This is an optimization exercise on Yosys and OpenROAD, whose aim is small area, a short achievable clock period and few clock cycles, not a production implementation.
At most, simulation tests tie the RTL to the original design; equivalence was not proved.
Power is estimated from default activity; no workload was simulated.

Design mips, start of the top module:
module mips(
	input clk, arst_n,
	input [31:0] instr, mem_read_data,
	output [31:0] current_inst, alu_out, mem_write_data,
	output mem_write
);
	reg  [31:2] pc_f;
	wire [31:2] pc_f4 = pc_f + 30'd1;
	wire f_j = (instr[31:26] == 6'b000010);
	wire [31:2] pc_o;
	assign current_inst = {pc_o, 2'b00};
	reg        v_d;
	reg [31:0] ir;
	reg [3:0]  rs_hi, rt_hi;
	reg [7:0]  rs_lo, rt_lo;
	wire [5:0] op = ir[31:26];
	wire [4:0] rs = ir[25:21], rt = ir[20:16], rd = ir[15:11];
	wire [5:0] fn = ir[5:0];
	wire d_r    = v_d & (op == 6'h00);
	wire d_addi = v_d & (op == 6'h08);
	wire d_lw   = v_d & (op == 6'h23);
	wire d_sw   = v_d & (op == 6'h2b);
	wire d_beq  = v_d & (op == 6'h04);
	wire f_sub  = (fn == 6'h22);
	wire f_slt  = (fn == 6'h2a);
	wire f_mul  = (fn == 6'h1c);
	wire [4:0] dst = d_r ? rd : rt;
	wire d_wr   = (d_r | d_addi | d_lw) & (dst != 5'd0);
	wire use_rs = d_r | d_addi | d_lw | d_sw | d_beq;
	wire use_rt = d_r | d_sw | d_beq;
	reg        we_m, ld_m, st_m, mul_m;
	reg        sub_m, slt_m;	 
	reg [1:0]  mstep;
	reg [23:0] acc_s, acc_c;
	reg        acc_ci;
	reg [4:0]  rd_m;
	reg [31:0] res_m, sd_m;
	wire [31:0] rf_an, rf_bn;
	wire [31:0] wb;
	wire mul_busy = mul_m & (mstep != 2'd3);
	wire wb_en = we_m & ~mul_busy;
	reg_file reg_file(.clk(clk), .we(wb_en), .hi1(rs_hi), .lo1(rs_lo), .hi2(rt_hi), .lo2(rt_lo), .a3(rd_m), .wd(wb), .rd1_n(rf_an), .rd2_n(rf_bn));
	wire hit_a = we_m & (rd_m == rs);
	wire hit_b = we_m & (rd_m == rt);
	wire [31:0] dres;	 
	wire [31:0] a = hit_a ? dres : ~rf_an;
	wire [31:0] b = hit_b ? dres : ~rf_bn;
	wire d_mul = d_r & f_mul;
	wire ld_a = ld_m & hit_a;
	wire ld_b = ld_m & hit_b;
	wire stall = mul_busy |
	             (mul_m & ((use_rs & hit_a) | (use_rt & hit_b))) |
	             (hit_a & (d_lw | d_sw)) | (ld_a & d_beq) | (ld_b & d_beq);
	wire [31:0] imm = {{16{ir[15]}}, ir[15:0]};
	wire [31:0] agu;
	wire        agu_co;
	add32n agu_add(.an(rf_an), .b(imm), .cin(1'b0), .s(agu), .co(agu_co));
	wire eq;
	eq32 beq_cmp(.a(a), .b(b), .eq(eq));
	reg pred_d;
	wire br_ok = d_beq & ~stall & ~pred_d;
	wire redirect = br_ok & eq;
  ...
==> flow/config.mk <==
export PLATFORM = sky130hd
export DESIGN_NAME = mips
export DESIGN_NICKNAME = mips
export VERILOG_FILES = /design/flow/design.v
export SDC_FILE = /design/flow/constraint.sdc
export NUM_CORES = 8
export LEC_CHECK = 0
export CAP_MARGIN = 20
export CORE_MARGIN = 2
export CORE_UTILIZATION = 55
export SLEW_MARGIN = 20
export SYNTH_HIERARCHICAL = 1
==> flow/constraint.sdc <==
create_clock -name core_clock -period 22.0 [get_ports {clk}]
set_input_delay 4.4000 -clock core_clock [delete_from_list [all_inputs] [get_ports {clk}]]
set_output_delay 4.4000 -clock core_clock [all_outputs]
set_load 0.01 [all_outputs]
standard.sh (not shown) runs the stock make flow with config.mk's settings and CLKGATE_MAP_FILE= SYNTH_SCRIPT=/design/flow/synth_recipe.tcl, a recipe that flattens the netlist after the stock synthesis.
==> flow/flow/run.sh <==
#!/bin/bash
# The standard ORFS flow (the standard.sh) with these changes to how the
# layout is made:
#  - timing repair is asked to leave a setup margin, so that the tools keep
#    improving paths that already meet the design's period;
#  - the port buffers are plain buffers;
#  - clock tree synthesis uses larger sink clusters and no dummy loads.
# Each step's output goes to a log of its own.
set -euo pipefail
MARGIN=${MARGIN:-16.4}
CTS="-sink_clustering_enable -repair_clock_nets -sink_clustering_size 28 -sink_clustering_max_diameter 75 -dont_use_dummy_load"
bash standard.sh synth > log_synth.txt 2>&1
for t in floorplan place cts route finish; do
  bash standard.sh SETUP_SLACK_MARGIN=$MARGIN "BUFFER_PORTS_ARGS=-buffer_cell sky130_fd_sc_hd__buf_2" "CTS_ARGS=$CTS" $t > log_$t.txt 2>&1
done
Change:
--- a/flow/design.v
+++ b/flow/design.v
@@ -1558,26 +1558,26 @@
 		.p(pbyte), .cout(pcout), .s_next(nacc_s), .c_next(nacc_c));
 	wire [31:0] mprod = {pbyte, sd_m[31:8]};
 	wire [31:0] msum;
 	wire        mcout;
 	add32 alu_add(.a(res_m), .b(sd_m), .cin(sub_m), .s(msum), .co(mcout));
 	assign dres = slt_m ? {31'd0, ~mcout} : msum;
 	wire [31:0] wb_alu = mul_m ? mprod : dres;
 	assign wb = ld_m ? mem_read_data : wb_alu;
 	wire d_sub = d_r & (f_sub | f_slt);
 	wire [31:0] sd_next = mul_busy ? mprod : d_addi ? imm : (ld_b ? mem_read_data : b) ^ {32{d_sub}};
 	wire [31:0] res_next = (d_lw | d_sw) ? agu : ld_a ? mem_read_data : a;
 	oreg #(32) ao_r(.clk(clk), .d(res_next), .q(alu_out));
-	assign mem_write_data = sd_m;
-	assign pc_o = pc_f;
+	oreg #(32) sd_r(.clk(clk), .d(sd_next), .q(mem_write_data));
+	oreg_r #(30) pc_r(.clk(clk), .arst_n(arst_n), .d(pc_next), .q(pc_o));
 	assign mem_write = st_m;
 	always @(posedge clk or negedge arst_n) begin
 		if (!arst_n) begin
 			pc_f <= 30'd0;
 			v_d <= 1'b0;
 			we_m <= 1'b0;
 			ld_m <= 1'b0;
 			st_m <= 1'b0;
 			mul_m <= 1'b0;
 			mstep <= 2'd0;
 		end else begin
 			pc_f <= pc_next;
What happened: The changed run finished with timing, DRC and antenna clean; die area increases by about 2%; power increases by about 2%; setup slack improved by 59 ps; global-route usage decreases by 2.2 points; cell area increases by 0.40%; cell count is about the same; non-clock buffer count decreases by 77; clock skew decreases by 5.0 ps; worst hold slack improved by 3.5 ps.
Testbench counts after the change, summed over its fixed seeds: cycles 134,692.
No functional check of the RTL was part of the first run of this note.

==> what the ideal ports hide <==
How much do the figures lean on ideal ports? The routed layouts below were timed once more, with nothing changed but the port constraints. Step 1 sets driving cells, clkbuf_16 on the clock port and buf_2 on the other inputs (assumed; they add their load-dependent delay and slew). Step 2, shift: input delay + t, output delay - t, t = (earliest + latest rising clock arrival at the registers) / 2. This alone moves slack from input paths to output paths. a / b / c = ideal / step 1 / step 2; a / b = the first two.
run	shift t [ns]	setup WS [ns]	pins driven straight from the clock port
the first run	0.743	16.283 / 16.201 / 15.970	1
the second run	0.750	16.342 / 16.267 / 15.969	1
After both steps every run listed still meets setup and hold. For the second run, which loses most, drivers alone change the setup slack by -0.075 ns; drivers and shift together by -0.373 ns.
